From an optimization exercise on the open Yosys and OpenROAD flow, aimed at small area; shortcuts taken in it are not production practice.
The RTL was checked by simulation tests, not by an equivalence proof against the original design.
Power figures rest on the tool's default switching activity, not on a simulated workload.

== indigo ==
==> flow/design.v (excerpt) <==
module systolic_array_3x3(
    input clk,
    input rst,
    input [71:0] a,
    input [71:0] b,
    output [143:0] c
);
For scale: about 1,500 cells after synthesis, ~180 flip-flops, roughly 290 I/O pins.
export LEC_CHECK = 0
export CAP_MARGIN = 20
export CORE_MARGIN = 2
export CORE_UTILIZATION = 40
export CTS_BUF_LIST = sky130_fd_sc_hd__clkbuf_8
export PLACE_DENSITY = 0.6
export SLEW_MARGIN = 20
export SYNTH_HIERARCHICAL = 1
export BUFFER_PORTS_ARGS = -buffer_cell sky130_fd_sc_hd__buf_1
create_clock -name core_clock -period 8.0 [get_ports {clk}]
standard.sh (not shown) runs the stock make flow with config.mk's settings and CLKGATE_MAP_FILE= SYNTH_SCRIPT=/design/flow/synth_recipe.tcl, a recipe that flattens the netlist after the stock synthesis.
==> flow/flow/run.sh <==
#!/bin/bash
# Own layout flow: the standard ORFS flow (standard.sh, unchanged synthesis),
# with the port buffers made from the smallest buffer cell instead of the
# default, and the clock tree built without dummy loads. Each tool's output goes
# to a log file in this work folder (ORFS also keeps its per-step logs under
# orfs/logs/).
set -euo pipefail
cat >> config.mk <<'EOM'
export BUFFER_PORTS_ARGS = -buffer_cell sky130_fd_sc_hd__buf_1
EOM
bash standard.sh > standard_flow.log 2>&1
indigo completed; timing, DRC and antenna clean
Input-level comparison between nickel and indigo:
- CTS_ARGS newly set to -sink_clustering_enable -repair_clock_nets -buf_list sky130_fd_sc_hd__clkbuf_8 -dont_use_dummy_load
==> flow/flow/run.sh <==
#!/bin/bash
# Own layout flow: the standard ORFS flow (standard.sh, unchanged synthesis),
# with the port buffers made from the smallest buffer cell instead of the
# default, and the clock tree built without dummy loads. ORFS keeps each
# step's log under orfs/logs/; make's own output goes to standard_flow.log.
set -euo pipefail
cat >> config.mk <<'EOM'
export BUFFER_PORTS_ARGS = -buffer_cell sky130_fd_sc_hd__buf_1
export CTS_ARGS = -sink_clustering_enable -repair_clock_nets -buf_list sky130_fd_sc_hd__clkbuf_8 -dont_use_dummy_load
EOM
bash standard.sh > standard_flow.log 2>&1
--- outcome ---
In terms of clock insertion delay at the later pin of the skew report, indigo and nickel differ only marginally. indigo -> nickel: routed wire length flat. Share of power burned in registers: nickel higher than indigo. Portion of the clock cycle consumed by the worst path in the final layout: indigo vs nickel, no meaningful difference. nickel vs indigo — total leakage power dropped slightly. Looking at the reports, nickel completed the entire flow and the layout it produced met the timing, design-rule and antenna checks. Every stage of the flow completed for indigo, and the final layout passed the timing, design-rule and antenna checks. When nickel is measured against indigo, its clock-cell share of area turns out 0.70 points lower. Compared with indigo, nickel instantiates a smaller number of standard cells.
The inputs of delta differ from those of nickel as listed below.
- changing CTS_ARGS from -sink_clustering_enable -repair_clock_nets -buf_list sky130_fd_sc_hd__clkbuf_8 -dont_use_dummy_load to -sink_clustering_enable -repair_clock_nets -buf_list "sky130_fd_sc_hd__clkbuf_4 sky130_fd_sc_hd__clkbuf_8" -dont_use_dummy_load
diff --git a/flow/flow/run.sh b/flow/flow/run.sh
--- a/flow/flow/run.sh
+++ b/flow/flow/run.sh
@@ -7,5 +7,5 @@
 cat >> config.mk <<'EOM'
 export BUFFER_PORTS_ARGS = -buffer_cell sky130_fd_sc_hd__buf_1
-export CTS_ARGS = -sink_clustering_enable -repair_clock_nets -buf_list sky130_fd_sc_hd__clkbuf_8 -dont_use_dummy_load
+export CTS_ARGS = -sink_clustering_enable -repair_clock_nets -buf_list "sky130_fd_sc_hd__clkbuf_4 sky130_fd_sc_hd__clkbuf_8" -dont_use_dummy_load
 EOM
 bash standard.sh > standard_flow.log 2>&1
Findings:
Diff nickel..delta | wire length on met2 | unchanged. Count of buffers inserted at the top-level ports essentially unchanged between nickel and delta. delta vs. nickel: share of the clock period used by the worst path about even, non-clock buffer instance count of the final layout closely matched the old numbers, cell depth of the worst flop-to-flop path held steady.
The inputs of lagoon differ from those of delta as listed below.
- CTS_ARGS no longer set, was -sink_clustering_enable -repair_clock_nets -buf_list "sky130_fd_sc_hd__clkbuf_4 sky130_fd_sc_hd__clkbuf_8" -dont_use_dummy_load
- CTS_BUF_LIST no longer set, was sky130_fd_sc_hd__clkbuf_8
==> flow/flow/run.sh <==
#!/bin/bash
# Own layout flow: the standard ORFS flow (standard.sh, unchanged synthesis),
# with the port buffers made from the smallest buffer cell instead of the
# default, and the clock tree built without dummy loads. Each tool's output goes
# to a log file in this work folder (ORFS also keeps its per-step logs under
# orfs/logs/).
set -euo pipefail
cat >> config.mk <<'EOM'
export BUFFER_PORTS_ARGS = -buffer_cell sky130_fd_sc_hd__buf_1
EOM
bash standard.sh > standard_flow.log 2>&1
--- outcome ---
No stage failed in lagoon, and the final checks on the layout all came back clean.
lagoon has worst max-slew margin expressed relative to the limit above what delta had.
delta has a lower via density per instance than lagoon.
For buffering overhead, lagoon and delta come out practically identical.
Comparing lagoon and delta, transition time of the tightest slew-check pin is higher on delta.
lagoon ended with less time the worst path needs with I/O delays and setup than delta.
Going from delta to lagoon, worst clock skew shrank by 22 ps, synthesis-to-layout area growth grew by 1.8 points, total of fill cells in the finished design dropped about 0.7%.
Taking delta as the reference point, the final worst slack of lagoon rises by 60 ps.
Wire length: lagoon higher than delta

---

the baseline:
Another version of the RTL of systolic_array_3x3 (not shown whole).
Size: about 290 I/O pins, ~18,000 um^2 of cells after synthesis.
==> flow/config.mk <==
export PLATFORM = sky130hd
export DESIGN_NAME = systolic_array_3x3
export DESIGN_NICKNAME = systolic_array_3x3
export VERILOG_FILES = /design/flow/design.v
export SDC_FILE = /design/flow/constraint.sdc
export NUM_CORES = 4
export LEC_CHECK = 0
export CAP_MARGIN = 20
export CORE_MARGIN = 2
export CORE_UTILIZATION = 40
export CTS_BUF_LIST = sky130_fd_sc_hd__clkbuf_8
export CTS_CLUSTER_DIAMETER = 150
export CTS_CLUSTER_SIZE = 30
export PLACE_DENSITY = 0.6
export SLEW_MARGIN = 20
export SYNTH_HIERARCHICAL = 1
export BUFFER_PORTS_ARGS = -buffer_cell sky130_fd_sc_hd__buf_1
==> flow/constraint.sdc <==
create_clock -name core_clock -period 8.0 [get_ports {clk}]
set_input_delay 1.6000 -clock core_clock [delete_from_list [all_inputs] [get_ports {clk}]]
set_output_delay 1.6000 -clock core_clock [all_outputs]
set_load 0.01 [all_outputs]
==> flow/flow/run.sh <==
#!/bin/bash
# Own layout flow: the standard ORFS flow (standard.sh, unchanged synthesis),
# with the port buffers made from the smallest buffer cell instead of the
# default, and the clock tree built without dummy loads. Each tool's output goes
# to a log file in this work folder (ORFS also keeps its per-step logs under
# orfs/logs/).
set -euo pipefail
cat >> config.mk <<'EOM'
export BUFFER_PORTS_ARGS = -buffer_cell sky130_fd_sc_hd__buf_1
EOM
bash standard.sh > standard_flow.log 2>&1
Layout checks on the baseline: not met. Flow itself completed; violations: setup timing.
--- input diff the baseline..the candidate ---
Settings: CTS_CLUSTER_DIAMETER: 150 -> unset; CTS_BUF_LIST: sky130_fd_sc_hd__clkbuf_8 -> unset; CTS_CLUSTER_SIZE: 30 -> unset.
### Flow results
Finished, but not clean: the candidate, with setup timing.
Comparing the baseline with the candidate, the via total after detailed routing came out essentially unchanged.
Compared to the baseline, the candidate has share of total power in combinational logic 2.0 points lower.
Diff the baseline -> the candidate: fraction of area in registers shows no meaningful change, non-clock buffer count shows a reduction of about 2.4%, worst-skew pair later-pin latency shows a reduction of 0.08 ns.
Clock tree skew after final layout came out lower on the candidate than on the baseline.

port drivers added, routing unchanged:
The results above use ideal ports. As a check the final layouts listed here were re-extracted and re-timed, cells and wires unchanged.
Step 1, drivers: a clkbuf_16 drives clk and a buf_2 each remaining input, both assumed.
Step 2 also shifts input and output timing later by t, the mid clock arrival at the registers, as if the neighbouring blocks saw the same clock.
Three values: no drivers, after step 1, after step 2; two values: the first two.
run	shift t [ns]	setup WS [ns]	worst data-port slew with drivers (ns)
indigo	0.600	0.366 / 0.317 / 0.826	0.05
nickel	0.585	0.377 / 0.328 / 0.815	0.05
delta	0.585	0.377 / 0.328 / 0.815	0.05
lagoon	0.538	0.437 / 0.385 / 0.822	0.05
the baseline	0.613	-0.107 / -0.157 / 0.455	0.04
the candidate	0.541	-0.024 / -0.079 / 0.462	0.04
